This is an optimization exercise on Yosys and OpenROAD, whose aim is small area, not a production implementation. The RTL was checked by simulation tests, not by an equivalence proof against the original design. Power and IR drop assume default switching activity.

$ cat design/flow/design.v
`timescale 1ns / 1ps
module rampgen
  ( frequency,
    amplitude,
    M_AXIS_ACLK,
    M_AXIS_ARESETN,
    M_AXIS_TREADY,
    M_AXIS_TDATA,
    M_AXIS_TSTRB,
    M_AXIS_TLAST,
    M_AXIS_TVALID
  );
  parameter C_S_AXIS_TDATA_WIDTH = 256;
  input  [31:0] frequency;
  input  [31:0] amplitude;
  input wire  M_AXIS_ACLK;
  input wire  M_AXIS_ARESETN;
  input wire  M_AXIS_TREADY;
  output wire [C_S_AXIS_TDATA_WIDTH-1 : 0] M_AXIS_TDATA;
  output wire [(C_S_AXIS_TDATA_WIDTH/8)-1 : 0] M_AXIS_TSTRB;
  output wire  M_AXIS_TLAST;
  output reg  M_AXIS_TVALID;
  localparam SKIP = 3'd6;
  assign M_AXIS_TSTRB = {(C_S_AXIS_TDATA_WIDTH/8){1'b0}};
  assign M_AXIS_TLAST = 1'b0;
  wire clk = M_AXIS_ACLK;
  wire acc = M_AXIS_ARESETN & M_AXIS_TREADY;
  wire upd = M_AXIS_TVALID;           
  reg  [31:0] f_q;
  reg  [15:0] a_q;
  wire ev = !M_AXIS_ARESETN || (frequency != f_q) || (amplitude[15:0] != a_q);
  reg  [27:0] q;                       
  wire [27:0] q_step = q + frequency[27:0];
  reg  [5:0] cnt;
  reg  [2:0] skip;
  reg        xfer;
  wire [5:0] cnt_n = ev ? 6'd0 : (cnt == 6'd48) ? cnt : cnt + 6'd1;
  reg  mul, first, stag, run, rdy, snap, ld1, dbl_on, c17, c18;
  reg  [2:0] clr;                      
  reg  sel_r, sel_s16;                 
  wire [2:0] skip_n = ev ? 3'd0 : (cnt == 6'd31) ? SKIP :
                      (run && upd && skip != 3'd0) ? skip - 3'd1 : skip;
  wire xfer_n = ev ? 1'b0 : (cnt == 6'd31) ? 1'b1 : sel_r ? 1'b0 : xfer;
  always @(posedge clk) begin
    cnt  <= cnt_n;
    skip <= skip_n;
    xfer <= xfer_n;
    mul   <= (cnt_n < 6'd16) || (cnt_n >= 6'd32 && cnt_n < 6'd48);
    first <= (cnt_n == 6'd0) || (cnt_n == 6'd32);
    stag  <= (cnt_n >= 6'd17) && (cnt_n <= 6'd30);
    run   <= (cnt_n >= 6'd32);
    rdy   <= (cnt_n == 6'd48);
    snap  <= (cnt_n == 6'd31);
    ld1   <= (cnt_n == 6'd16);
    dbl_on <= (cnt_n >= 6'd17) && (cnt_n <= 6'd20);
    c17   <= (cnt_n == 6'd17);
    c18   <= (cnt_n == 6'd18);
    clr[0] <= (cnt_n == 6'd28);
    clr[1] <= (cnt_n == 6'd21);
    clr[2] <= (cnt_n == 6'd16);
    sel_r   <= acc && (cnt_n >= 6'd32) && (skip_n == 3'd0) && xfer_n && (cnt_n == 6'd48);
    sel_s16 <= acc && (cnt_n >= 6'd32) && (skip_n == 3'd0) && !(xfer_n && (cnt_n == 6'd48));
  end
  reg  [47:0] r;
  reg  [27:0] xs;
  wire [31:0] mx = (cnt < 6'd16) ? f_q : {xs, 4'b0000};
  wire        abit = a_q[~cnt[3:0]];
  wire [47:0] r_next = (first ? 48'd0 : {r[46:0], 1'b0}) + (abit ? {16'd0, mx} : 48'd0);
  reg  [31:0] d1;                      
  reg  [15:0] h1, h2, h4, hw;          
  reg  [15:0] p1, p2, p4;              
  wire [16:0] dbl_s = {hw, d1[{3'b111, ~(cnt[1:0] - 2'd1)}]};
  wire [17:0] dbl_t = {1'b0, dbl_s} - {2'b00, a_q};
  wire [15:0] dbl   = dbl_t[17] ? dbl_s[15:0] : dbl_t[15:0];
  wire [15:0] kin   = ld1 ? r[47:32] : dbl;
  wire [15:0] kout  = kin - a_q;
  wire [31:0] bus_l = sel_r ? r[31:0] : sel_s16 ? {d1[27:0], 4'b0000} : stag ? d1 : 32'd0;
  wire [15:0] bus_h = sel_r ? r[47:32] : sel_s16 ? hw : stag ? h1 : 16'd0;
  always @(posedge clk) begin
    M_AXIS_TVALID <= acc;
    f_q <= frequency;
    a_q <= amplitude[15:0];
    if (!M_AXIS_ARESETN)
      q <= 28'd0;
    else if (M_AXIS_TREADY)
      q <= q_step;
    if (mul)
      r <= r_next;
    if (snap)
      xs <= q_step;
    if (ld1) begin
      d1 <= r[31:0];
      h1 <= r[47:32];
      hw <= r[47:32];
    end
    if (dbl_on)
      hw <= dbl;
    if (c17)
      h2 <= dbl;
    if (c18)
      h4 <= dbl;
    if (ld1)
      p1 <= kout;
    if (c17)
      p2 <= kout;
    if (c18)
      p4 <= kout;
  end
  wire [15:0] sh [0:2];
  wire [31:0] sn [0:2];                
  genvar g;
  generate
    for (g = 0; g < 3; g = g + 1) begin : st
      localparam integer J = (g == 0) ? 2 : (g == 1) ? 9 : 14;
      reg  [15:0] h;
      reg  [31:0] l;
      wire [32:0] ls  = {1'b0, l} + {1'b0, bus_l};
      wire [16:0] u   = {1'b0, h} + {1'b0, bus_h} + {16'd0, ls[32]};
      wire [17:0] t   = {1'b0, u} - {2'b00, a_q};
      always @(posedge clk) begin
        l <= clr[g] ? 32'd0 : ls[31:0];
        h <= clr[g] ? 16'd0 : t[17] ? u[15:0] : t[15:0];
      end
      assign sh[g] = h;
      assign sn[g] = clr[g] ? 32'd0 : ls[31:0];
    end
  endgenerate
  wire [15:0] samp [0:15];
  assign samp[2]  = sh[0];
  assign samp[9]  = sh[1];
  assign samp[14] = sh[2];
  generate
    for (g = 0; g < 16; g = g + 1) begin : dl
      if (g != 2 && g != 9 && g != 14) begin : c
        localparam integer S = (g <= 4 || g == 6) ? 0 : (g <= 11 || g == 13) ? 1 : 2;
        localparam integer B = (S == 0) ? 2 : (S == 1) ? 9 : 14;
        localparam integer K = g - B;
        localparam integer KA = (K < 0) ? -K : K;
        wire [31:0] dk = (KA == 1) ? d1 : (KA == 2) ? {d1[30:0], 1'b0} : {d1[29:0], 2'b00};
        wire [15:0] hk = (KA == 1) ? h1 : (KA == 2) ? h2 : h4;
        wire [15:0] pk = (KA == 1) ? p1 : (KA == 2) ? p2 : p4;
        wire [15:0] hb = sh[S];
        wire [31:0] ln = sn[S];
        wire [32:0] cc;
        reg         cq;
        assign cc[0] = (K < 0);
        genvar i;
        for (i = 0; i < 32; i = i + 1) begin : cy
          wire dki = (K < 0) ? ~dk[i] : dk[i];
          assign cc[i+1] = (ln[i] & dki) | (cc[i] & (ln[i] | dki));
        end
        always @(posedge clk)
          cq <= cc[32];
        wire [15:0] xa = (K < 0) ? ~hk : hk;
        wire [15:0] xb = (K < 0) ? ~pk : pk;
        wire [16:0] ca, cb;
        wire [15:0] sa, sb;
        assign ca[0] = cq;
        assign cb[0] = cq;
        for (i = 0; i < 16; i = i + 1) begin : ad
          assign sa[i]   = hb[i] ^ xa[i] ^ ca[i];
          assign ca[i+1] = (hb[i] & xa[i]) | (ca[i] & (hb[i] ^ xa[i]));
          assign sb[i]   = hb[i] ^ xb[i] ^ cb[i];
          assign cb[i+1] = (hb[i] & xb[i]) | (cb[i] & (hb[i] ^ xb[i]));
        end
        if (K > 0) begin : p
          assign samp[g] = cb[16] ? sb : sa;
        end else begin : m
          assign samp[g] = ca[16] ? sa : sb;
        end
      end
    end
  endgenerate
  generate
    for (g = 0; g < 16; g = g + 1) begin : o
      assign M_AXIS_TDATA[16*g +: 16] = {~samp[g][15], samp[g][14:2], 2'b00};
    end
  endgenerate
endmodule
$ cat design/flow/run.sh
#!/bin/bash
# synth_recipe.tcl (not shown) runs the flow's synth.tcl, then flattens the netlist and writes it again
# the make line also repeats each setting of config.mk as NAME=value (left out here)
make -C /OpenROAD-flow-scripts/flow DESIGN_CONFIG=/design/flow/config.mk WORK_HOME=/design/flow/orfs CLKGATE_MAP_FILE= SYNTH_SCRIPT=/design/flow/synth_recipe.tcl finish
$ cat design/flow/config.mk
export PLATFORM = sky130hd
export DESIGN_NAME = rampgen
export DESIGN_NICKNAME = rampgen
export VERILOG_FILES = /design/flow/design.v
export SDC_FILE = /design/flow/constraint.sdc
export NUM_CORES = 4
export LEC_CHECK = 0
export CAP_MARGIN = 20
export CORE_MARGIN = 2
export CORE_UTILIZATION = 40
export SLEW_MARGIN = 20
$ cat design/flow/constraint.sdc
create_clock -name core_clock -period 10.0 [get_ports {M_AXIS_ACLK}]
set_input_delay 2.0000 -clock core_clock [delete_from_list [all_inputs] [get_ports {M_AXIS_ACLK}]]
set_output_delay 2.0000 -clock core_clock [all_outputs]
set_load 0.01 [all_outputs]
==> results.yml, run 1 <==
critical_path:
  reg2reg_to: "st[2].h[5]"
  reg2reg_from: "stag"
  crit_path_top_delay_cell: "fa_1"
  crit_path_start_kind: "flop"
  worst-path-stages: 23
  path_cells: "inv_1, ha_1, a21o_1, a21oi_1, fa_2, fa_1, fa_1, fa_2, fa_1, fa_1, fa_1, fa_1, fa_1, fa_1, fa_1, fa_1, inv_1, fa_1, inv_1, fa_2, buf_12, mux2i_2, dlygate4sd2_1"
  criticalPathCategory: "flop to output pin"
  crit_top_cell: "fa_1"
  crit_path_end_kind: "output pin"
  cp.required_ps: 8000
  crit_arrival_ps: 7780
  r2r_cells: 52
  crit_fanout: 15
  cp_slowest_stage_delay_ps: 420
  rrSetupSlack_ps: 570
  path_buf_inv: 5
  critPathTopFamily: "adder cells"
hold_path:
  min-delay-start: "r[5]"
  hp-class: "flop to flop"
  hold_path_depth: 0
  min_to: "d1[5]"
floorplan:
  die_h_um: 345
  start_util: 0.402
  die_area_mm2: 0.119
  fp.dieW_um: 345
  io_pins: 357
  rows: 125
  core_area_mm2: 0.116
global_route:
  grt-ovfl-total: 0
  antenna_found_initial: 2
  grt_usage: 0.238
  grt_pass1_vias: 36800
  grt_max_degree: 58
  grt_pass1_wl_mm: 220
synthesis:
  synth_common_cells: "fa_1 (367), inv_1 (366), a21oi_1 (355)"
  post_synth_num_cell_types: 106
  synth_ff_type: "dfxtp_1"
  ys_warn_count: 1
  synthTopCellsByArea: "fa_1 (16%), edfxtp_1 (14%), dfxtp_1 (11%), ha_1 (9.3%), a21oi_1 (3.8%)"
  synth_top_area_cell: "fa_1"
  synth-simple-area-share: 0.105
  synth_xor_area_frac: 0.0484
  synth_compound_area_frac: 0.187
  syn-cell-area_mm2: 0.0465
  synthMuxAreaShare: 0.0630
  yosysTopAreaCellShare: 0.158
  synth_most_common_cell: "fa_1"
  syn_avg_cell_area_um2: 9.47
  synth_seq_cells: 477
  synth-seq-area-share: 0.253
  synth_edf_count: 220
  synth_top_family_by_area: "adder cells"
  synthArstFlopShare: 0
  yosys.area_share.adder: 0.276
  syn_inst: 4909
sta:
  fin_ws_ps: 219
  post-route-min-period_ps: 9780
  hold_viol: 0
  slew_viol_final: 0
  setup_viol: 0
  finalClockSkew_ps: 49.2
  min_period_over_period: 0.978
  maxSlewHeadroom: 0.276
  worst_pin_slew_ps: 1080
  fmax_mhz: 102
  hold_slack_ps: 477
finish:
  areaGrowthSynthToFinish_pct: 17.4
  drive_gt1_frac: 0.152
  finalInstanceArea_mm2: 0.0546
  diodes: 0
  nets: 6029
detailed_routing:
  dr_total_vias: 38100
  routedWlPerCell_um: 21.0
  wl_mm: 143
  dr.pass1.iters: 6
  drc: 0
  drt_iter0_markers: 2758
  ant_nets: 0
  routed_via_density: 5.59
clock_tree:
  cts_buffers: 56
  htreeDepth: 2
  ctsRootBufferMaster: "clkbuf_16"
  clk_latency_ps: 670
  clock_sinks: 477
  clockBufferDepth: 3
  ctsHoldBuffers: 0
  clk_pin_slew_worst_paths_ps: 60
  cts_tree: "built"
power:
  leakage_nw: 22.9
  powerDensity_mw_per_mm2: 207
  vdd_drop_max_uv: 133
placed_design:
  pre_cts_ws_ps: -236
  place_area_mm2: 0.0518
  dp_hpwl_mm: 115
  port-buffer-count: 275
  gp_congestion: 0.946
flow_run:
  drv_cap: 0
outcome:
  outcome: "no timing/DRC/antenna violations"
-- cell families (layout without fill, tap and decap cells) --
kind of cell | count (synthesis) | in the layout
buffers and inverters | 718 | 1044
flip-flops | 477 | 477
AND/OR/NAND/NOR | 1054 | 1054
multiplexers | 270 | 270
XOR/XNOR | 257 | 257
adder cells (fa/ha/maj) | 828 | 828
other | 1 | 65
AO/OA/AOI/OAI | 1304 | 1304
-- cell usage in the layout, fill, tap and decap left out, drive strengths merged, types with 41 or more instances in the layout --
cell,Yosys,final
clkbuf,178,90
nor2b,75,75
fa,367,367
xor2,83,83
o21a,41,41
clkdlybuf4s50,0,95
a21oi,360,360
nand2,319,319
a22oi,55,55
mux2i,144,144
a31oi,42,42
xnor2,174,174
a211oi,46,46
a21o,101,101
dlygate4sd2,0,127
buf,139,268
ha,344,344
nor3,96,96
maj3,117,117
conb,1,65
nand3,59,59
clkinv,24,46
mux2,120,120
inv,377,378
dfxtp,257,257
o21bai,85,85
o21ai,227,227
nor2,316,316
edfxtp,220,220
-- state kept, by name, indices dropped and copies added (netlist names), 28 cells and up --
name / flops
d1: 32
xs: 28
r: 48
st.h: 48
f_q: 32
st.l: 96
q: 28
-- cell type report --
class,instances,area (µm²)
fill,11000,61200
multi-input combinational,3778,32800
sequential,477,11800
timing repair buffer,537,4660
tap,1524,1910
clock buffer,73,1580
inverter,401,1510
clock inverter,33,369
-- worst max-delay path by stage --
stage,slack [ps],start,to
6_report,220,h1[0],M_AXIS_TDATA[133]
5_1_grt,-40,stag,st[0].h[6]
3_3_place_gp,-150,stag,st[2].h[1]
2_1_floorplan,60,stag,st[0].h[10]
4_1_cts,3,st[0].h[0],M_AXIS_TDATA[110]
3_5_place_dp,-240,stag,st[0].h[1]
-- power breakdown --
group	switching (mW)	total, mW	internal (mW)
combinational	3.47	6.59	3.12
sequential	0.310	2.52	2.21
clock	0.937	2.19	1.25
-- per-layer routing --
layer | up-vias | track usage | part of all wire
met3 | 195 | 0.0212 | 0.048
li1 | 18100 | - | -
met2 | 1128 | 0.386 | 0.46
met5 | - | 0 | 0.000098
met4 | 2 | 0.0758 | 0.034
met1 | 18700 | 0.336 | 0.46
-- through the flow --
stage               std cells  setup TNS [ps]   util  power, mW
floorplan                4973               0      -       6.09
global placement         6706           -2920  0.447       9.03
global route             6823            -301  0.472       12.1
CTS                      6818               0  0.468       11.3
detailed placement       6706           -6540  0.447       9.16
finish                   6823               0  0.472       11.3
-- timing repair --
item | CTS | global route
buffers inserted | 6 | 5
resized for setup | 334 | 178
setup endpoints to repair | 228 | 209
pin swaps | 4 | 16
==> inputs of run 2 (changes only) <==
--- a/design/flow/config.mk
+++ b/design/flow/config.mk
@@ -7,5 +7,6 @@
 export LEC_CHECK = 0
 export CAP_MARGIN = 20
 export CORE_MARGIN = 2
-export CORE_UTILIZATION = 40
+export CORE_UTILIZATION = 60
+export CTS_BUF_LIST = sky130_fd_sc_hd__clkbuf_4 sky130_fd_sc_hd__clkbuf_8
 export SLEW_MARGIN = 20
==> run 2 against run 1 <==
Still clean on timing, DRC and antenna. Clock skew increased by 9.8 ps. Synthesized cell count unchanged. Global-route usage increased by 9.8 points. Synthesized area unchanged. Non-clock buffer count decreased by 32. Via count increased by 0.25%. Critical path type unchanged. Critical endpoint unchanged.
==> results.yml, run 2 <==
detailed_routing:
  drt_iter0_markers: 3173
  dr_total_vias: 38200
  dr.pass1.iters: 6
  ant_nets: 0
  routed_via_density: 6.00
  drc: 0
  routedWlPerCell_um: 21.4
  wl_mm: 136
synthesis:
  syn_inst: 4909
  synth_edf_count: 220
  synthArstFlopShare: 0
  ys_warn_count: 1
  yosysTopAreaCellShare: 0.158
  post_synth_num_cell_types: 106
  synthTopCellsByArea: "fa_1 (16%), edfxtp_1 (14%), dfxtp_1 (11%), ha_1 (9.3%), a21oi_1 (3.8%)"
  synth_ff_type: "dfxtp_1"
  synth_seq_cells: 477
  syn-cell-area_mm2: 0.0465
  synth-seq-area-share: 0.253
  synth_most_common_cell: "fa_1"
  syn_avg_cell_area_um2: 9.47
  synth_top_area_cell: "fa_1"
  synth_common_cells: "fa_1 (367), inv_1 (366), a21oi_1 (355)"
clock_tree:
  cts_tree: "built"
  ctsHoldBuffers: 0
  cts_buffers: 90
  clk_latency_ps: 740
  clk_pin_slew_worst_paths_ps: 60
  htreeDepth: 3
  clockBufferDepth: 3
  clock_sinks: 477
  ctsRootBufferMaster: "clkbuf_8"
global_route:
  grt_pass1_vias: 36400
  grt_max_degree: 74
  grt_pass1_wl_mm: 207
  grt-ovfl-total: 0
  antenna_found_initial: 5
  grt_usage: 0.336
sta:
  hold_viol: 0
  maxSlewHeadroom: 0.318
  finalClockSkew_ps: 59.0
  min_period_over_period: 0.985
  slew_viol_final: 0
  post-route-min-period_ps: 9850
  worst_pin_slew_ps: 1010
  rsz0062_at_grt: "yes"
  fmax_mhz: 102
  setup_viol: 0
power:
  vdd_drop_max_uv: 129
  combPwrFrac: 0.583
  power.switching_mw: 4.66
  p_int_mw: 6.40
  leakage_nw: 22.9
  p_clk_frac: 0.185
  power_frac_seq: 0.232
  p_sw_frac: 0.422
  powerDensity_mw_per_mm2: 206
placed_design:
  dp_hpwl_mm: 108
  gp_congestion: 0.922
  dp.cells: 6187
  port-buffer-count: 275
finish:
  largest_reg_flops: 96
  final_util: 0.696
  nets: 6031
  final_common_cell: "inv_1"
  areaGrowthSynthToFinish_pct: 15.4
  layout_common_cells: "inv_1 (366), ha_1 (344), a21oi_1 (330)"
  fillCellCount: 6222
  drive_gt1_frac: 0.153
  largest-register: "st.l"
  finalNonFillerCells: 6369
  top_regs: "st.l: 96 flops, r: 48 flops, st.h: 48 flops"
critical_path:
  cp_slowest_stage_delay_ps: 430
  crit_path_start_kind: "flop"
  crit_arrival_ps: 7850
  criticalPathCategory: "flop to output pin"
  crit_top_cell: "fa_1"
  cp.required_ps: 8000
  crit_path_top_delay_cell: "fa_1"
  path_cells: "inv_1, ha_1, a21o_1, a21oi_1, fa_1, fa_1, fa_2, fa_2, fa_1, fa_1, fa_1, fa_1, fa_1, fa_1, fa_1, fa_1, inv_1, fa_1, inv_1, fa_1, buf_12, mux2i_2, dlygate4sd2_1"
  crit_path_end_kind: "output pin"
  reg2reg_from: "stag"
  path_buf_inv: 5
  critPathTopFamily: "adder cells"
  critPathLaunch: "h1[0]"
  crit_fanout: 15
outcome:
  outcome: "no timing/DRC/antenna violations"
flow_run:
  drv_cap: 0
floorplan:
  start_util: 0.603
  io_pins: 357
  fp.dieW_um: 282
  die_area_mm2: 0.0797
  core_area_mm2: 0.0771
  rows: 102
  die_h_um: 282
hold_path:
  min-delay-start: "r[41]"
  hp-class: "flop to flop"
-- run 2: cell counts after synthesis --
Identical to the previous run, type by type.
-- run 2: metrics by stage --
step	instance area, µm²	power (mW)	hold slack (ps)	TNS, ps	setup slack, ps
3_5_place_dp	50900	9.06	460	-6940	-194
4_1_cts	53100	11.0	473	-698	-93.3
5_1_grt	53700	11.8	497	-820	-65.6
6_report	53700	11.1	475	0	149
2_1_floorplan	46700	6.09	441	0	58.1
3_3_place_gp	50900	8.84	464	-619	-48.7
-- run 2: power groups by stage --
| stage | combinational, mW | sequential (mW) | clock [mW] |
|---|---|---|---|
| finish | 6.45 | 2.57 | 2.05 |
| detailed placement | 6.47 | 2.60 | 0 |
| global route | 7.09 | 2.60 | 2.16 |
| CTS | 6.33 | 2.56 | 2.08 |
| floorplan | 3.55 | 2.53 | 0 |
| global placement | 6.25 | 2.59 | 0 |
-- run 2: layout make-up --
type                            instances  area [µm²]  share of cell area
Clock buffer                          125        1530              0.0286
Clock inverter                         41         330             0.00615
Antenna cell                            2        5.00           0.0000932
Multi-Input combinational cell       3778       32700               0.609
Sequential cell                       477       11800               0.219
Timing Repair Buffer                  505        4560              0.0849
Tap cell                             1040        1300              0.0242
Inverter                              401        1510              0.0281
-- run 2: logic make-up (layout without fill, tap and decap cells) --
family | Yosys count | in the layout | synth area share
other | 1 | 67 | 0.0000806
and+or+nand+nor | 1054 | 1054 | 0.105
buffers and inverters | 718 | 1072 | 0.0667
AOI/OAI and AO/OA | 1304 | 1304 | 0.187
adders and majority gates | 828 | 828 | 0.276
DFF | 477 | 477 | 0.253
muxes | 270 | 270 | 0.0630
xor gates and xnor gates | 257 | 257 | 0.0484
-- run 2: worst paths after layout --
kind,depth (start not counted),to,slack [ps]
max,23,M_AXIS_TDATA[133],150
min,0,h1[9],470
max reg2reg,49,st[1].h[7],490
min reg2reg,0,h1[9],470
-- run 2: layer usage --
| layer | GRT usage | up-vias | part of all wire |
|---|---|---|---|
| li1 | - | 18200 | - |
| met1 | 0.456 | 18600 | 0.43 |
| met2 | 0.545 | 1278 | 0.47 |
| met3 | 0.0523 | 227 | 0.067 |
| met4 | 0.122 | 2 | 0.037 |
| met5 | 0 | - | 0.00015 |
-- run 2: timing repair --
item / CTS / global route
buffers inserted: 8 / 5
pin swaps: 1 / 22
gates cloned: 0 / 1
setup endpoints to repair: 228 / 192
resized for setup: 291 / 183
==> inputs of run 3 (changes only) <==
--- a/design/flow/design.v
+++ b/design/flow/design.v
@@ -29,6 +29,7 @@
   reg  [31:0] f_q;
   reg  [15:0] a_q;
   wire ev = !M_AXIS_ARESETN || (frequency != f_q) || (amplitude[15:0] != a_q);
+  wire [15:0] na = ~a_q;
   reg  [27:0] q;                       
   wire [27:0] q_step = q + frequency[27:0];
   reg  [5:0] cnt;
@@ -37,10 +38,14 @@
   wire [5:0] cnt_n = ev ? 6'd0 : (cnt == 6'd48) ? cnt : cnt + 6'd1;
   reg  mul, first, stag, run, rdy, snap, ld1, dbl_on, c17, c18;
   reg  [2:0] clr;                      
-  reg  sel_r, sel_s16;                 
+  reg  [2:0] clrh;                     
+  reg  sel_r;                          
   wire [2:0] skip_n = ev ? 3'd0 : (cnt == 6'd31) ? SKIP :
                       (run && upd && skip != 3'd0) ? skip - 3'd1 : skip;
   wire xfer_n = ev ? 1'b0 : (cnt == 6'd31) ? 1'b1 : sel_r ? 1'b0 : xfer;
+  wire live_n   = acc && (cnt_n >= 6'd32) && (skip_n == 3'd0);
+  wire sel_r_n  = live_n && xfer_n && rdy;
+  wire sel_s_n  = live_n && !(xfer_n && rdy);
   always @(posedge clk) begin
     cnt  <= cnt_n;
     skip <= skip_n;
@@ -58,8 +63,8 @@
     clr[0] <= (cnt_n == 6'd28);
     clr[1] <= (cnt_n == 6'd21);
     clr[2] <= (cnt_n == 6'd16);
-    sel_r   <= acc && (cnt_n >= 6'd32) && (skip_n == 3'd0) && xfer_n && (cnt_n == 6'd48);
-    sel_s16 <= acc && (cnt_n >= 6'd32) && (skip_n == 3'd0) && !(xfer_n && (cnt_n == 6'd48));
+    clrh  <= clr;
+    sel_r <= sel_r_n;
   end
   reg  [47:0] r;
   reg  [27:0] xs;
@@ -74,12 +79,14 @@
   wire [15:0] dbl   = dbl_t[17] ? dbl_s[15:0] : dbl_t[15:0];
   wire [15:0] kin   = ld1 ? r[47:32] : dbl;
   wire [15:0] kout  = kin - a_q;
-  wire [31:0] bus_l = sel_r ? r[31:0] : sel_s16 ? {d1[27:0], 4'b0000} : stag ? d1 : 32'd0;
-  wire [15:0] bus_h = sel_r ? r[47:32] : sel_s16 ? hw : stag ? h1 : 16'd0;
+  wire [31:0] bus_l = sel_r_n ? r[31:0] : sel_s_n ? {d1[27:0], 4'b0000} : stag ? d1 : 32'd0;
+  wire [15:0] bus_h = sel_r_n ? r[47:32] : sel_s_n ? hw : stag ? h1 : 16'd0;
+  reg  [15:0] bh;
   always @(posedge clk) begin
     M_AXIS_TVALID <= acc;
     f_q <= frequency;
     a_q <= amplitude[15:0];
+    bh  <= bus_h;
     if (!M_AXIS_ARESETN)
       q <= 28'd0;
     else if (M_AXIS_TREADY)
@@ -107,22 +114,32 @@
       p4 <= kout;
   end
   wire [15:0] sh [0:2];
-  wire [31:0] sn [0:2];                
-  genvar g;
+  wire [31:0] sl [0:2];
+  genvar g, i;
   generate
     for (g = 0; g < 3; g = g + 1) begin : st
-      localparam integer J = (g == 0) ? 2 : (g == 1) ? 9 : 14;
       reg  [15:0] h;
       reg  [31:0] l;
-      wire [32:0] ls  = {1'b0, l} + {1'b0, bus_l};
-      wire [16:0] u   = {1'b0, h} + {1'b0, bus_h} + {16'd0, ls[32]};
-      wire [17:0] t   = {1'b0, u} - {2'b00, a_q};
+      reg         pc;                  
+      wire [32:0] ls = {1'b0, l} + {1'b0, bus_l};
       always @(posedge clk) begin
-        l <= clr[g] ? 32'd0 : ls[31:0];
-        h <= clr[g] ? 16'd0 : t[17] ? u[15:0] : t[15:0];
+        l  <= clr[g] ? 32'd0 : ls[31:0];
+        pc <= ls[32];
       end
+      wire [16:0] cu, ct;
+      wire [15:0] u, t;
+      assign cu[0] = pc;
+      assign ct[0] = 1'b1;
+      for (i = 0; i < 16; i = i + 1) begin : ad
+        assign u[i]    = h[i] ^ bh[i] ^ cu[i];
+        assign cu[i+1] = (h[i] & bh[i]) | (cu[i] & (h[i] ^ bh[i]));
+        assign t[i]    = u[i] ^ na[i] ^ ct[i];
+        assign ct[i+1] = (u[i] & na[i]) | (ct[i] & (u[i] ^ na[i]));
+      end
+      always @(posedge clk)
+        h <= clrh[g] ? 16'd0 : (cu[16] | ct[16]) ? t : u;
       assign sh[g] = h;
-      assign sn[g] = clr[g] ? 32'd0 : ls[31:0];
+      assign sl[g] = l;
     end
   endgenerate
   wire [15:0] samp [0:15];
@@ -140,14 +157,13 @@
         wire [15:0] hk = (KA == 1) ? h1 : (KA == 2) ? h2 : h4;
         wire [15:0] pk = (KA == 1) ? p1 : (KA == 2) ? p2 : p4;
         wire [15:0] hb = sh[S];
-        wire [31:0] ln = sn[S];
+        wire [31:0] lb = sl[S];
         wire [32:0] cc;
         reg         cq;
         assign cc[0] = (K < 0);
-        genvar i;
         for (i = 0; i < 32; i = i + 1) begin : cy
           wire dki = (K < 0) ? ~dk[i] : dk[i];
-          assign cc[i+1] = (ln[i] & dki) | (cc[i] & (ln[i] | dki));
+          assign cc[i+1] = (lb[i] & dki) | (cc[i] & (lb[i] | dki));
         end
         always @(posedge clk)
           cq <= cc[32];
==> design/flow/flow/run.sh (new file) <==
#!/bin/bash
# Own layout flow: the standard flow (standard synthesis unchanged), with
# plain minimum-size buffers on the ports and a clock tree without dummy loads.
set -euo pipefail
export BUFFER_PORTS_ARGS="-buffer_cell sky130_fd_sc_hd__buf_1"
export CTS_ARGS="-sink_clustering_enable -repair_clock_nets -dont_use_dummy_load"
bash standard.sh > standard_flow.log 2>&1
==> design/flow/standard.sh (new file) <==
#!/bin/bash
# synth_recipe.tcl (not shown) runs the flow's synth.tcl, then flattens the netlist and writes it again
# the make line also repeats each setting of config.mk as NAME=value (left out here)
make -C /OpenROAD-flow-scripts/flow DESIGN_CONFIG=/design/flow/config.mk WORK_HOME=/design/flow/orfs CLKGATE_MAP_FILE= SYNTH_SCRIPT=/design/flow/synth_recipe.tcl "${@:-finish}"
--- a/design/flow/config.mk
+++ b/design/flow/config.mk
@@ -7,6 +7,5 @@
 export LEC_CHECK = 0
 export CAP_MARGIN = 20
 export CORE_MARGIN = 2
-export CORE_UTILIZATION = 60
-export CTS_BUF_LIST = sky130_fd_sc_hd__clkbuf_4 sky130_fd_sc_hd__clkbuf_8
+export CORE_UTILIZATION = 40
 export SLEW_MARGIN = 20
removed: design/flow/run.sh
==> run 3 against run 2 <==
Register-to-register slack improved by 400 ps. Core utilization decreased by 26 points. Critical path depth increased by 1. First-iteration DRC count decreased by 25%. Synthesized cell count decreased by 7.0%. Clock skew increased by 9.8 ps. Still clean on timing, DRC and antenna. Worst setup slack improved by 4.0 ps. Sequential power increased by 5%.
==> results.yml, run 3 <==
finish:
  drive_gt1_frac: 0.0968
  areaGrowthSynthToFinish_pct: 9.18
  final_common_cell: "fa_1"
  finalNonFillerCells: 6203
  final_util: 0.441
  largest-register: "st.l"
  largest_reg_flops: 96
  nets: 5487
  layout_common_cells: "fa_1 (387), nor2_1 (384), inv_1 (359)"
  top_regs: "st.l: 96 flops, r: 48 flops, st.h: 48 flops"
detailed_routing:
  drc: 0
  routed_via_density: 5.43
  wl_mm: 128
  drt_iter0_markers: 2378
  ant_nets: 0
  dr_total_vias: 33700
  routedWlPerCell_um: 20.7
  dr.pass1.iters: 9
flow_run:
  drv_cap: 0
sta:
  finalClockSkew_ps: 68.8
  post-route-min-period_ps: 9850
  fmax_mhz: 102
  hold_slack_ps: 468
  setup_viol: 0
  tns_ps: 0
  maxSlewHeadroom: 0.304
  hold_viol: 0
  slew_viol_final: 0
  worst_pin_slew_ps: 1040
  min_period_over_period: 0.985
power:
  p_total_mw: 10.4
  vdd_drop_max_uv: 173
  powerDensity_mw_per_mm2: 213
  leakage_nw: 19.5
hold_path:
  hold_path_depth: 0
  min_to: "d1[9]"
  min-delay-start: "r[9]"
  hp-class: "flop to flop"
critical_path:
  path_buf_inv: 6
  criticalPathCategory: "flop to output pin"
  cp.required_ps: 8000
  reg2reg_to: "p1[15]"
  rrSetupSlack_ps: 890
  worst-path-stages: 24
  critPathTopFamily: "adder cells"
  reg2reg_from: "cnt[1]"
  r2r_cells: 41
  crit_top_cell: "fa_1"
  cp_slowest_stage_delay_ps: 420
  crit_path_start_kind: "flop"
  crit_path_top_delay_cell: "fa_1"
  crit_path_end_kind: "output pin"
  crit_fanout: 16
  path_cells: "inv_1, ha_1, inv_1, a21oi_2, o21bai_2, fa_1, fa_1, fa_2, fa_1, fa_2, fa_2, fa_1, fa_2, fa_1, fa_1, fa_1, fa_1, inv_1, fa_1, inv_1, fa_1, buf_6, mux2_2, buf_2"
  crit_arrival_ps: 7850
synthesis:
  syn_inst: 4563
  synth_top_area_cell: "fa_1"
  synth_seq_cells: 498
  synth_ff_type: "dfxtp_1"
  syn-cell-area_mm2: 0.0448
  synth_common_cells: "fa_1 (451), nor2_1 (385), inv_1 (359)"
  syn_avg_cell_area_um2: 9.81
  synth_edf_count: 220
  synth_most_common_cell: "fa_1"
  synth-seq-area-share: 0.272
  post_synth_num_cell_types: 82
  synthTopCellsByArea: "fa_1 (20%), edfxtp_1 (15%), dfxtp_1 (12%), ha_1 (7.1%), mux2i_1 (3.4%)"
  yosysTopAreaCellShare: 0.202
  ys_warn_count: 1
  synthArstFlopShare: 0
clock_tree:
  clock_sinks: 498
  cts_tree: "built"
  cts_buffers: 57
  clk_latency_ps: 640
  htreeDepth: 2
  clk_pin_slew_worst_paths_ps: 60
  clockBufferDepth: 3
  ctsRootBufferMaster: "clkbuf_16"
global_route:
  grt-ovfl-total: 0
  antenna_found_initial: 7
  grt_usage: 0.219
  grt_pass1_wl_mm: 197
  grt_max_degree: 72
  grt_pass1_vias: 32600
floorplan:
  core_area_mm2: 0.111
  start_util: 0.404
  rows: 122
  io_pins: 357
  die_area_mm2: 0.115
  die_h_um: 339
  fp.dieW_um: 339
placed_design:
  port-buffer-count: 275
  gp_congestion: 0.879
  dp.cells: 6142
  dp_hpwl_mm: 102
outcome:
  outcome: "no timing/DRC/antenna violations"
-- run 3: cell types whose count changed in the layout (fill, tap and decap cells not counted), sizes merged, moves of 84 or more --
| cell | previous run | this run |
|---|---|---|
| ha | 344 | 254 |
| clkdlybuf4s50 | 93 | 0 |
| buf | 231 | 328 |
| dlygate4sd2 | 127 | 0 |
| a21oi | 360 | 275 |
| fa | 367 | 451 |
-- run 3: what timing repair did --
action | 4_1_cts | 5_1_grt
hold buffers | 0 | 0
buffers inserted | 1 | 1
gates resized for setup | 61 | 112
endpoints found under the setup margin | 169 | 185
pin swaps | 1 | 1
-- run 3: layout make-up --
| class | instances | area (µm²) |
|---|---|---|
| antenna | 2 | 5.00 |
| clock buffer | 57 | 1430 |
| fill | 10700 | 61900 |
| inverter | 368 | 1380 |
| multi-input combinational | 3441 | 30300 |
| sequential | 498 | 12200 |
| tap | 1488 | 1860 |
| timing repair buffer | 349 | 1680 |
-- run 3: cell families after synthesis --
logic type                 Yosys count  synth area share
and+or+nand+nor                   1070             0.109
AOI/OAI and AO/OA                  998             0.145
muxes                              291            0.0705
adders and majority gates          811             0.297
other                                1         0.0000837
xor gates and xnor gates           206            0.0403
DFF                                498             0.272
buffers and inverters              688            0.0665
-- run 3: worst max path at each step --
stage / start / end / slack [ps]
6_report: p1[0] / M_AXIS_TDATA[55] / 150
5_1_grt: st[1].h[0] / M_AXIS_TDATA[175] / -0.4
4_1_cts: p1[0] / M_AXIS_TDATA[55] / 0.2
3_5_place_dp: st[0].h[0] / M_AXIS_TDATA[103] / 260
3_3_place_gp: st[0].h[0] / M_AXIS_TDATA[103] / 290
2_1_floorplan: st[0].h[0] / M_AXIS_TDATA[104] / 1020
-- run 3: power by group --
group | total [mW] | internal (mW) | switching [mW]
logic | 5.95 | 2.49 | 3.47
clock network | 1.79 | 0.988 | 0.802
registers | 2.69 | 2.30 | 0.388
-- run 3: routing by layer --
layer  up-vias  GRT usage  wire, µm
met1     16400      0.302     57700
met2       985      0.359     59700
li1      16100          -         -
met5         -          0        57
met3       176     0.0328      7200
met4         8     0.0572      3460
-- run 3: through the flow --
stage	setup slack, ps	instance area (µm²)
global route	-0.395	48900
CTS	0.215	48500
global placement	287	46900
detailed placement	260	46900
finish	153	48900
floorplan	1020	45000
==> inputs of run 4 (changes only) <==
==> design/flow/run.sh (new file) <==
#!/bin/bash
# synth_recipe.tcl (not shown) runs the flow's synth.tcl, then flattens the netlist and writes it again
# the make line also repeats each setting of config.mk as NAME=value (left out here)
make -C /OpenROAD-flow-scripts/flow DESIGN_CONFIG=/design/flow/config.mk WORK_HOME=/design/flow/orfs CLKGATE_MAP_FILE= SYNTH_SCRIPT=/design/flow/synth_recipe.tcl finish
removed: design/flow/flow/run.sh
removed: design/flow/standard.sh
==> run 4 against run 3 <==
Critical path type unchanged. Maximum frequency fell by 0.19%. Cell area rose by 4.8%. Sequential share of layout area fell by 1.1 points. Flip-flop and latch count did not move. Largest power group unchanged.
==> results.yml, run 4 <==
outcome:
  outcome: "no timing/DRC/antenna violations"
hold_path:
  hp-class: "flop to flop"
  min_to: "d1[13]"
  hold_path_depth: 0
  min-delay-start: "r[13]"
power:
  leakage_nw: 20.8
  power.switching_mw: 4.81
  p_clk_frac: 0.183
  p_int_mw: 6.74
  power_frac_seq: 0.232
  p_sw_frac: 0.416
  powerDensity_mw_per_mm2: 225
  combPwrFrac: 0.584
  vdd_drop_max_uv: 131
critical_path:
  r2r_cells: 41
  crit_path_start_kind: "flop"
  cp.required_ps: 8000
  reg2reg_to: "p1[15]"
  criticalPathCategory: "flop to output pin"
  crit_arrival_ps: 7870
  rrSetupSlack_ps: 830
  crit_fanout: 7
  reg2reg_from: "cnt[1]"
  crit_path_end_kind: "output pin"
global_route:
  grt_pass1_wl_mm: 200
  grt_busiest_layer: "met2"
  gr-usage-met3: 0.0287
  antenna_found_initial: 2
  grt_pass1_vias: 32800
  grt-ovfl-total: 0
  grt_usage: 0.222
  grt_max_degree: 84
  use_met1: 0.307
  grtUsageMet2: 0.365
synthesis:
  synth_common_cells: "fa_1 (451), nor2_1 (385), inv_1 (359)"
  syn_avg_cell_area_um2: 9.81
  syn-cell-area_mm2: 0.0448
  post_synth_num_cell_types: 82
  synthArstFlopShare: 0
  synth_most_common_cell: "fa_1"
  synth-seq-area-share: 0.272
  synth_edf_count: 220
  ys_warn_count: 1
  synth_ff_type: "dfxtp_1"
  synth_top_area_cell: "fa_1"
  yosysTopAreaCellShare: 0.202
  synthTopCellsByArea: "fa_1 (20%), edfxtp_1 (15%), dfxtp_1 (12%), ha_1 (7.1%), mux2i_1 (3.4%)"
  syn_inst: 4563
  synth_seq_cells: 498
sta:
  tns_ps: 0
  fmax_mhz: 101
  setup_viol: 0
  worst_pin_slew_ps: 1140
  min_period_over_period: 0.987
  fin_ws_ps: 135
  finalClockSkew_ps: 25.5
  rsz0062_at_grt: "no"
  hold_viol: 0
  slew_viol_final: 0
  maxSlewHeadroom: 0.240
  post-route-min-period_ps: 9870
finish:
  drive_gt1_frac: 0.122
  fillCellCount: 10500
  largest-register: "st.l"
  final_common_cell: "nor2_1"
  layout_common_cells: "nor2_1 (384), inv_1 (358), fa_1 (315)"
  final_util: 0.462
  largest_reg_flops: 96
  top_regs: "st.l: 96 flops, r: 48 flops, st.h: 48 flops"
  nets: 5496
  areaGrowthSynthToFinish_pct: 14.4
clock_tree:
  htreeDepth: 2
  clk_pin_slew_worst_paths_ps: 60
  cts_buffers: 56
  ctsRootBufferMaster: "clkbuf_16"
  cts_tree: "built"
  clockBufferDepth: 3
  clock_sinks: 498
  clk_latency_ps: 640
placed_design:
  dp_hpwl_mm: 104
  pre_cts_ws_ps: 5.49
  gp_congestion: 0.899
  port-buffer-count: 275
detailed_routing:
  drt_iter0_markers: 2410
  drc: 0
  dr.pass1.iters: 6
  wl_mm: 129
  dr_total_vias: 33600
  routedWlPerCell_um: 20.7
  routed_via_density: 5.36
  ant_nets: 0
floorplan:
  die_h_um: 339
  core_area_mm2: 0.111
  fp.dieW_um: 339
  io_pins: 357
  start_util: 0.404
  rows: 122
  die_area_mm2: 0.115
flow_run:
  drv_cap: 0
## run 4: cell types whose count changed in the layout (fill, tap and decap cells not counted), moves of 8 or more
cell,previous run,this run
dlymetal6s2s_1,0,20
buf_12,0,12
clkdlybuf4s15_2,0,15
dlygate4sd2_1,0,115
buf_4,61,71
clkdlybuf4s50_1,0,108
clkinv_2,0,18
buf_6,10,0
clkbuf_1,0,8
fa_2,64,136
buf_1,252,0
fa_1,387,315
## run 4: cells by family after synthesis
kind of cell / after synthesis / share of synthesized area
adders and majority gates: 811 / 0.297
muxes: 291 / 0.0705
and+or+nand+nor: 1070 / 0.109
AOI/OAI and AO/OA: 998 / 0.145
xor gates and xnor gates: 206 / 0.0403
DFF: 498 / 0.272
buffers and inverters: 688 / 0.0665
other: 1 / 0.0000837
## run 4: cell type report
class | count | area (µm²) | area share
clock buffers | 75 | 1610 | 0.0314
flip-flops and latches | 498 | 12200 | 0.238
inverters | 368 | 1380 | 0.0270
multi-input cells | 3441 | 30500 | 0.595
clock inverters | 30 | 298 | 0.00581
repair buffers | 359 | 3400 | 0.0663
well taps | 1488 | 1860 | 0.0363
diodes | 1 | 2.50 | 0.0000488
## run 4: power by group through the flow
stage | Clock [mW] | Sequential [mW] | Combinational [mW]
final | 2.12 | 2.68 | 6.75
after global routing | 2.24 | 2.73 | 7.40
after CTS | 2.16 | 2.69 | 6.75
after detailed placement | 0 | 2.72 | 6.90
after global placement | 0 | 2.72 | 6.76
after floorplan | 0 | 2.64 | 3.68
## run 4: worst max-delay path: stages, from the launching register on
cell and delay (ps):
dfxtp_2 370, buf_4 170, ha_1 290, inv_1 40, a21oi_1 170, o21bai_1 180
fa_1 450, fa_2 390, fa_1 410, fa_1 430, fa_2 390, fa_1 430
fa_1 410, fa_1 410, fa_1 430, fa_1 450, fa_1 400, fa_1 450
fa_1 400, xor2_1 140, nor2_1 50, a21oi_1 110, clkdlybuf4s15_2 270
## run 4: metrics by stage
stage	total power, mW	std cells	instance area, µm²	hold slack (ps)
2_1_floorplan	6.32	4627	45000	376
3_3_place_gp	9.48	6152	48800	458
3_5_place_dp	9.62	6152	48800	457
4_1_cts	11.6	6259	51100	473
5_1_grt	12.4	6259	51200	494
6_report	11.6	6260	51200	475
## run 4: repair_timing
action	4_1_cts	5_1_grt
pin swaps	9	14
setup endpoints to repair	182	162
hold buffers	0	0
resized for setup	323	107
buffers inserted	2	0
## run 4: worst max path at each step
stage	cells after the start	startpoint	endpoint	slack, ps
floorplan	22	st[0].h[0]	M_AXIS_TDATA[104]	1020
global placement	22	st[0].h[0]	M_AXIS_TDATA[110]	6
detailed placement	22	st[0].h[0]	M_AXIS_TDATA[111]	5
CTS	23	st[1].h[0]	M_AXIS_TDATA[143]	0.1
global route	21	st[1].h[0]	M_AXIS_TDATA[222]	1
finish	22	st[1].h[0]	M_AXIS_TDATA[175]	130
## run 4: layer usage
layer | up-vias | part of all wire
met3 | 177 | 0.053
met2 | 981 | 0.46
met4 | 2 | 0.029
li1 | 16200 | -
met1 | 16200 | 0.45
met5 | - | 0.00012
==> inputs of run 5 (changes only) <==
--- a/design/flow/design.v
+++ b/design/flow/design.v
@@ -36,10 +36,12 @@
   reg  [2:0] skip;
   reg        xfer;
   wire [5:0] cnt_n = ev ? 6'd0 : (cnt == 6'd48) ? cnt : cnt + 6'd1;
-  reg  mul, first, stag, run, rdy, snap, ld1, dbl_on, c17, c18;
+  reg  mul, first, stag, run, rdy, snap, ld1, dbl_on, c17, c18, c19;
   reg  [2:0] clr;                      
   reg  [2:0] clrh;                     
   reg  sel_r;                          
+  reg  sel_s;                          
+  reg  stag_h;                         
   wire [2:0] skip_n = ev ? 3'd0 : (cnt == 6'd31) ? SKIP :
                       (run && upd && skip != 3'd0) ? skip - 3'd1 : skip;
   wire xfer_n = ev ? 1'b0 : (cnt == 6'd31) ? 1'b1 : sel_r ? 1'b0 : xfer;
@@ -60,11 +62,14 @@
     dbl_on <= (cnt_n >= 6'd17) && (cnt_n <= 6'd20);
     c17   <= (cnt_n == 6'd17);
     c18   <= (cnt_n == 6'd18);
+    c19   <= (cnt_n == 6'd19);
     clr[0] <= (cnt_n == 6'd28);
     clr[1] <= (cnt_n == 6'd21);
     clr[2] <= (cnt_n == 6'd16);
     clrh  <= clr;
     sel_r <= sel_r_n;
+    sel_s <= sel_s_n;
+    stag_h <= stag;
   end
   reg  [47:0] r;
   reg  [27:0] xs;
@@ -75,18 +80,30 @@
   reg  [15:0] h1, h2, h4, hw;          
   reg  [15:0] p1, p2, p4;              
   wire [16:0] dbl_s = {hw, d1[{3'b111, ~(cnt[1:0] - 2'd1)}]};
-  wire [17:0] dbl_t = {1'b0, dbl_s} - {2'b00, a_q};
-  wire [15:0] dbl   = dbl_t[17] ? dbl_s[15:0] : dbl_t[15:0];
-  wire [15:0] kin   = ld1 ? r[47:32] : dbl;
-  wire [15:0] kout  = kin - a_q;
+  wire [17:0] cdb, ckm;
+  wire [16:0] dbl_t;
+  wire [15:0] kout;
+  assign cdb[0] = 1'b1;
+  assign ckm[0] = 1'b1;
+  genvar i;
+  generate
+    for (i = 0; i < 17; i = i + 1) begin : db
+      wire nai = (i < 16) ? na[i] : 1'b1;
+      assign dbl_t[i] = dbl_s[i] ^ nai ^ cdb[i];
+      assign cdb[i+1] = (dbl_s[i] & nai) | (cdb[i] & (dbl_s[i] ^ nai));
+    end
+    for (i = 0; i < 16; i = i + 1) begin : km
+      assign kout[i]  = hw[i] ^ na[i] ^ ckm[i];
+      assign ckm[i+1] = (hw[i] & na[i]) | (ckm[i] & (hw[i] ^ na[i]));
+    end
+  endgenerate
+  wire [15:0] dbl   = cdb[17] ? dbl_t[15:0] : dbl_s[15:0];
   wire [31:0] bus_l = sel_r_n ? r[31:0] : sel_s_n ? {d1[27:0], 4'b0000} : stag ? d1 : 32'd0;
-  wire [15:0] bus_h = sel_r_n ? r[47:32] : sel_s_n ? hw : stag ? h1 : 16'd0;
-  reg  [15:0] bh;
+  wire [15:0] bh    = sel_r ? r[47:32] : sel_s ? hw : stag_h ? h1 : 16'd0;
   always @(posedge clk) begin
     M_AXIS_TVALID <= acc;
     f_q <= frequency;
     a_q <= amplitude[15:0];
-    bh  <= bus_h;
     if (!M_AXIS_ARESETN)
       q <= 28'd0;
     else if (M_AXIS_TREADY)
@@ -106,16 +123,16 @@
       h2 <= dbl;
     if (c18)
       h4 <= dbl;
-    if (ld1)
+    if (c17)
       p1 <= kout;
-    if (c17)
+    if (c18)
       p2 <= kout;
-    if (c18)
+    if (c19)
       p4 <= kout;
   end
   wire [15:0] sh [0:2];
   wire [31:0] sl [0:2];
-  genvar g, i;
+  genvar g;
   generate
     for (g = 0; g < 3; g = g + 1) begin : st
       reg  [15:0] h;
==> design/flow/flow/run.sh (new file) <==
#!/bin/bash
# Own layout flow: the standard flow (standard synthesis unchanged), with
# plain minimum-size buffers on the ports and a clock tree without dummy loads.
set -euo pipefail
export BUFFER_PORTS_ARGS="-buffer_cell sky130_fd_sc_hd__buf_1"
export CTS_ARGS="-sink_clustering_enable -repair_clock_nets -dont_use_dummy_load"
bash standard.sh > standard_flow.log 2>&1
==> design/flow/standard.sh (new file) <==
#!/bin/bash
# synth_recipe.tcl (not shown) runs the flow's synth.tcl, then flattens the netlist and writes it again
# the make line also repeats each setting of config.mk as NAME=value (left out here)
make -C /OpenROAD-flow-scripts/flow DESIGN_CONFIG=/design/flow/config.mk WORK_HOME=/design/flow/orfs CLKGATE_MAP_FILE= SYNTH_SCRIPT=/design/flow/synth_recipe.tcl "${@:-finish}"
removed: design/flow/run.sh
==> run 5 against run 4 <==
Still clean on timing, DRC and antenna. Maximum frequency grew 0.40%. Via count grew 0.23%. Synthesized cell count shrank 1.9%. Worst setup slack gained 39 ps. Sequential share of layout area grew 1.0 points. Register-to-register slack lost 260 ps. Sequential power is essentially flat. Non-clock buffer count grew 2. Largest power group unchanged.
==> results.yml, run 5 <==
outcome:
  outcome: "no timing/DRC/antenna violations"
critical_path:
  cp_slowest_stage_delay_ps: 420
  crit_path_top_delay_cell: "fa_1"
  reg2reg_to: "st[1].h[0]"
  r2r_cells: 24
  crit_top_cell: "fa_1"
  crit_path_start_kind: "flop"
  rrSetupSlack_ps: 570
  reg2reg_from: "sel_s"
  cp.required_ps: 8000
  criticalPathCategory: "flop to output pin"
  crit_fanout: 16
  crit_path_end_kind: "output pin"
  path_cells: "inv_1, ha_1, inv_1, a21oi_1, o21bai_2, fa_1, fa_2, fa_1, fa_2, fa_1, fa_2, fa_1, fa_1, fa_2, fa_1, fa_2, fa_1, inv_1, fa_1, inv_1, fa_1, buf_6, mux2_2, buf_1"
  crit_arrival_ps: 7830
sta:
  hold_viol: 0
  post-route-min-period_ps: 9830
  finalClockSkew_ps: 78.3
  hold_slack_ps: 440
  maxSlewHeadroom: 0.174
  setup_viol: 0
  slew_viol_final: 0
  min_period_over_period: 0.983
  fmax_mhz: 102
  tns_ps: 0
  worst_pin_slew_ps: 1220
flow_run:
  drv_cap: 0
detailed_routing:
  wl_mm: 130
  ant_nets: 0
  dr.pass1.iters: 5
  routedWlPerCell_um: 21.3
  drt_iter0_markers: 2795
  drc: 0
  dr_total_vias: 33600
  routed_via_density: 5.51
floorplan:
  die_area_mm2: 0.113
  rows: 121
  die_h_um: 336
  core_area_mm2: 0.109
  start_util: 0.404
  io_pins: 357
  fp.dieW_um: 336
finish:
  nets: 5405
  finalNonFillerCells: 6110
  final_util: 0.440
  top_regs: "st.l: 96 flops, r: 48 flops, st.h: 48 flops"
  layout_common_cells: "fa_1 (422), nor2_1 (315), inv_1 (314), a21oi_1 (314), nand2_1 (297)"
  largest-register: "st.l"
  areaGrowthSynthToFinish_pct: 8.86
  largest_reg_flops: 96
  final_common_cell: "fa_1"
  drive_gt1_frac: 0.0883
clock_tree:
  ctsRootBufferMaster: "clkbuf_16"
  clk_latency_ps: 650
  cts_tree: "built"
  cts_buffers: 56
  clock_sinks: 485
  clockBufferDepth: 3
  clk_pin_slew_worst_paths_ps: 60
  ctsHoldBuffers: 0
  htreeDepth: 2
synthesis:
  synth_edf_count: 220
  ys_warn_count: 1
  synthTopCellsByArea: "fa_1 (22%), edfxtp_1 (15%), dfxtp_1 (12%), ha_1 (6.4%), a21oi_1 (3.6%)"
  yosysTopAreaCellShare: 0.217
  syn_inst: 4478
  synth-seq-area-share: 0.270
  synth_ff_type: "dfxtp_1"
  synth_top_area_cell: "fa_1"
  syn-cell-area_mm2: 0.0441
  synth_most_common_cell: "fa_1"
  synth_common_cells: "fa_1 (478), a21oi_1 (319), nor2_1 (316)"
  syn_avg_cell_area_um2: 9.86
  post_synth_num_cell_types: 89
  synth_seq_cells: 485
  synthArstFlopShare: 0
power:
  powerDensity_mw_per_mm2: 212
  p_total_mw: 10.2
  vdd_drop_max_uv: 159
  leakage_nw: 19.3
placed_design:
  dp.cells: 6048
  dp_hpwl_mm: 104
  gp_congestion: 0.911
  port-buffer-count: 275
global_route:
  grt_max_degree: 69
  grt-ovfl-total: 0
  grt_pass1_vias: 32200
  grt_usage: 0.229
  grt_pass1_wl_mm: 199
  antenna_found_initial: 3
hold_path:
  hp-class: "flop to flop"
  hold_path_depth: 0
  min_to: "d1[13]"
  min-delay-start: "r[13]"
## run 5: changes by cell type in the layout (fill, tap and decap cells not counted), moves of 69 or more
| cell | change |
|---|---|
| buf_1 | +261 |
| clkdlybuf4s50_1 | -108 |
| dlygate4sd2_1 | -115 |
| fa_1 | +107 |
| fa_2 | -80 |
| nor2_1 | -69 |
## run 5: where the power goes
part	total, mW	leakage [nW]	internal [mW]	switching [mW]
clock	1.78	0.690	0.972	0.805
sequential	2.66	4.28	2.24	0.425
combinational	5.75	14.3	2.40	3.36
## run 5: cell families (layout without fill, tap and decap cells)
kind of cell,after synthesis,count (layout),share of synthesized area
simple gates,1061,1061,0.113
fa+ha+maj,781,781,0.299
flops,485,485,0.270
buf+inv,654,745,0.0655
xor+xnor,209,209,0.0415
compound gates,1053,1053,0.153
mux,234,234,0.0577
other cells,1,66,0.0000850
## run 5: area by class of cell
class / instances / area, µm²
Antenna cell: 1 / 2.50
Multi-Input combinational cell: 3403 / 29900
Inverter: 328 / 1230
Sequential cell: 485 / 11900
Timing Repair Buffer: 361 / 1760
Clock buffer: 56 / 1400
Fill cell: 10600 / 61100
Tap cell: 1476 / 1850
## run 5: worst max-delay path, delay by kind of cell (launching register included)
kind	cells	cell delay (ps)
buf+inv	6	590
fa+ha+maj	15	5600
flops	1	380
mux	1	290
compound gates	2	330
## run 5: how the worst max path moves through the flow
| stage | start | cells after the start | end |
|---|---|---|---|
| after detailed placement | st[1].h[0] | 23 | M_AXIS_TDATA[183] |
| after floorplan | st[0].h[0] | 22 | M_AXIS_TDATA[104] |
| after global placement | st[1].h[0] | 23 | M_AXIS_TDATA[183] |
| final | p2[0] | 24 | M_AXIS_TDATA[71] |
| after CTS | p1[0] | 24 | M_AXIS_TDATA[162] |
| after global routing | h2[0] | 24 | M_AXIS_TDATA[202] |
## run 5: layer usage
layer	GRT usage	share of wire	vias to the layer above
met5	0	0.00021	-
met4	0.0633	0.027	4
met3	0.0301	0.060	190
met2	0.368	0.46	1102
met1	0.323	0.45	16500
li1	-	-	15900
## run 5: repair_timing
item,4_1_cts,5_1_grt
setup buffers,3,2
endpoints found under the setup margin,160,182
endpoints found under the hold margin,0,0
pin swaps,1,0
gates resized for setup,47,73
## run 5: through the flow
stage	area (µm²)	setup slack (ps)
2_1_floorplan	44400	1040
3_3_place_gp	46200	338
3_5_place_dp	46200	314
4_1_cts	47800	7.14
5_1_grt	48000	-14.4
6_report	48000	174
==> inputs of run 6 (changes only) <==
==> design/flow/flow/run.sh (replaced) <==
#!/bin/bash
# Own layout flow: the standard flow (standard synthesis unchanged), with
# plain minimum-size buffers on the ports and a clock tree without dummy loads.
set -euo pipefail
export BUFFER_PORTS_ARGS="-buffer_cell sky130_fd_sc_hd__buf_1"
export CTS_ARGS="-sink_clustering_enable -repair_clock_nets -dont_use_dummy_load -buf_list {sky130_fd_sc_hd__clkbuf_4 sky130_fd_sc_hd__clkbuf_8}"
bash standard.sh > standard_flow.log 2>&1
--- a/design/flow/config.mk
+++ b/design/flow/config.mk
@@ -7,5 +7,6 @@
 export LEC_CHECK = 0
 export CAP_MARGIN = 20
 export CORE_MARGIN = 2
-export CORE_UTILIZATION = 40
+export CORE_UTILIZATION = 60
+export CTS_BUF_LIST = sky130_fd_sc_hd__clkbuf_4 sky130_fd_sc_hd__clkbuf_8
 export SLEW_MARGIN = 20
==> run 6 against run 5 <==
Cell area shrank 1.9%. Maximum frequency fell by 0.36%. Register-to-register slack better by 20 ps. Combinational power down 2%. Via count grew 0.80%. Synthesized area is the same. Flip-flop and latch count is the same. Synthesized cell count unchanged. Clock power fell by 12%. Die area decreased by 33%. Cell count is 8.2% lower. Highest routed layer is now met4. Count of clock-buffer cells in the layout increased by 32.
==> results.yml, run 6 <==
outcome:
  outcome: "no timing/DRC/antenna violations"
finish:
  largest_reg_flops: 96
  layout_common_cells: "fa_1 (436), a21oi_1 (315), nor2_1 (315)"
  finalInstanceArea_mm2: 0.0471
  drive_gt1_frac: 0.0892
  areaGrowthSynthToFinish_pct: 6.82
  largest-register: "st.l"
  final_common_cell: "fa_1"
  nets: 5423
  top_regs: "st.l: 96 flops, r: 48 flops, st.h: 48 flops"
  fillCellCount: 6149
sta:
  hold_viol: 0
  rsz0062_at_grt: "yes"
  worst_pin_slew_ps: 1120
  fin_ws_ps: 138
  finalClockSkew_ps: 128
  setup_viol: 0
  min_period_over_period: 0.986
  maxSlewHeadroom: 0.251
  slew_viol_final: 0
  post-route-min-period_ps: 9860
  fmax_mhz: 101
global_route:
  grt_pass1_vias: 32100
  grt_pass1_wl_mm: 193
  antenna_found_initial: 1
  grt-ovfl-total: 0
  grt_max_degree: 83
  grt_usage: 0.336
placed_design:
  pre_cts_ws_ps: 405
  port-buffer-count: 275
  place_area_mm2: 0.0455
  gp_congestion: 0.904
  dp_hpwl_mm: 102
detailed_routing:
  drt_iter0_markers: 3196
  routedWlPerCell_um: 22.6
  ant_nets: 0
  dr.pass1.iters: 6
  wl_mm: 127
  drc: 0
  routed_via_density: 6.04
  dr_total_vias: 33900
critical_path:
  cp-endpoint: "M_AXIS_TDATA[199]"
  crit_path_start_kind: "flop"
  crit_fanout: 16
  r2r_cells: 26
  reg2reg_from: "stag_h"
  cp.required_ps: 8000
  critPathLaunch: "st[2].h[0]"
  crit_arrival_ps: 7860
  reg2reg_to: "st[0].h[0]"
  rrSetupSlack_ps: 590
  crit_path_end_kind: "output pin"
  criticalPathCategory: "flop to output pin"
synthesis:
  synth_edf_count: 220
  synth_most_common_cell: "fa_1"
  synth_top_area_cell: "fa_1"
  synth_common_cells: "fa_1 (478), a21oi_1 (319), nor2_1 (316)"
  syn_inst: 4478
  synthTopCellsByArea: "fa_1 (22%), edfxtp_1 (15%), dfxtp_1 (12%), ha_1 (6.4%), a21oi_1 (3.6%)"
  synthArstFlopShare: 0
  yosysTopAreaCellShare: 0.217
  synth_seq_cells: 485
  ys_warn_count: 1
  synth_ff_type: "dfxtp_1"
  synth-seq-area-share: 0.270
  syn_avg_cell_area_um2: 9.86
  post_synth_num_cell_types: 89
  syn-cell-area_mm2: 0.0441
power:
  leakage_nw: 19.1
  powerDensity_mw_per_mm2: 209
  vdd_drop_max_uv: 254
clock_tree:
  clk_latency_ps: 760
  ctsRootBufferMaster: "clkbuf_8"
  cts_tree: "built"
  clk_pin_slew_worst_paths_ps: 50
  clock_sinks: 485
  clockBufferDepth: 3
  cts_buffers: 88
  htreeDepth: 3
floorplan:
  fp.dieW_um: 275
  die_area_mm2: 0.0757
  io_pins: 357
  core_area_mm2: 0.0728
  die_h_um: 275
  start_util: 0.606
  rows: 99
flow_run:
  drv_cap: 0
hold_path:
  hp-class: "flop to flop"
[run 6: changes by cell type in the layout (fill, tap and decap cells not counted), sizes merged]
cell,change
clkbuf,+36
buf,-18
diode,+1
[run 6: final cells by class]
type	count	area [µm²]	area share
clock buffer	88	1210	0.0257
timing repair buffer	347	1700	0.0361
sequential	485	11900	0.253
inverter	328	1230	0.0262
multi-input combinational	3403	29900	0.633
tap	959	1200	0.0255
antenna	2	5.00	0.000106
[run 6: cell families after synthesis]
kind of cell / synth area share
muxes: 0.0577
other: 0.0000850
and+or+nand+nor: 0.113
AOI/OAI and AO/OA: 0.153
adders and majority gates: 0.299
buffers and inverters: 0.0655
xor gates and xnor gates: 0.0415
DFF: 0.270
[run 6: power by group]
part | switching, mW | leakage [nW] | internal (mW) | total, mW
Sequential | 0.423 | 4.28 | 2.24 | 2.66
Clock | 0.787 | 0.633 | 0.770 | 1.56
Combinational | 3.25 | 14.2 | 2.39 | 5.64
[run 6: what timing repair did]
| item | 4_1_cts | 5_1_grt |
|---|---|---|
| endpoints found under the setup margin | 145 | 181 |
| gates resized for setup | 23 | 91 |
| pin swaps | 0 | 0 |
| hold buffers | 0 | 0 |
| setup buffers | 0 | 6 |
[run 6: metal layers]
metal,part of all wire,global-route usage
met1,0.44,0.481
met2,0.45,0.519
met3,0.075,0.0622
met4,0.034,0.108
met5,0,0
[run 6: stage by stage]
step                      total power [mW]  utilization  cells  setup TNS [ps]  hold slack [ps]
after floorplan                       6.22            -   4542               0              329
final                                 9.86        0.647   5612               0              479
after global placement                7.90        0.624   5515               0              471
after global routing                  10.7        0.647   5611           -58.1              484
after detailed placement              8.08        0.624   5515               0              469
after CTS                             9.68        0.642   5603               0              478
[run 6: worst min-delay path by stage]
| stage | slack [ps] | end | cells past startpoint | from |
|---|---|---|---|---|
| detailed placement | 470 | d1[3] | 0 | r[3] |
| finish | 480 | d1[3] | 0 | r[3] |
| CTS | 480 | d1[3] | 0 | r[3] |
| global route | 480 | d1[3] | 0 | r[3] |
| floorplan | 330 | clrh[0] | 0 | clr[0] |
| global placement | 470 | d1[3] | 0 | r[3] |
[run 6: critical path: stages (launching register included)]
cell and delay (ps):
dfxtp_1 320, buf_4 160, ha_1 270, a21o_1 110, a21oi_1 80, fa_1 390
fa_1 430, fa_1 430, fa_1 400, fa_1 410, fa_1 420, fa_1 410
fa_1 400, fa_1 420, fa_1 410, fa_1 430, fa_1 380, inv_1 80
fa_1 160, inv_1 50, fa_1 380, buf_6 200, mux2i_1 260, buf_1 190

-- static timing again, ports no longer ideal --
In the flow no input, the clock included, has a driving cell. The finished layouts below were timed again as built, in two steps. Step 1: set_driving_cell puts a clkbuf_16 on M_AXIS_ACLK and a buf_2 on each other input, an assumption about the parent block. Step 2 times the ports against the registers' clock, not the clock port: input delays grow and output delays shrink by t, the midpoint of the rising clock arrivals with the driver on. a / b / c = ideal / step 1 / step 2; a / b = the first two.
| run | t, ns | setup WS [ns] | hold slack, ns |
|---|---|---|---|
| run 1 | 0.712 | 0.219 / 0.153 / 0.570 | 0.477 / 0.477 / 0.477 |
| run 2 | 0.775 | 0.149 / 0.083 / 0.489 | 0.475 / 0.475 / 0.475 |
| run 3 | 0.674 | 0.153 / 0.089 / 0.352 | 0.468 / 0.468 / 0.468 |
| run 4 | 0.691 | 0.135 / 0.068 / 0.494 | 0.475 / 0.475 / 0.475 |
| run 5 | 0.673 | 0.174 / 0.112 / 0.573 | 0.440 / 0.440 / 0.440 |
| run 6 | 0.753 | 0.138 / 0.078 / 0.595 | 0.479 / 0.479 / 0.479 |
After both steps setup and hold are still met in every run listed.
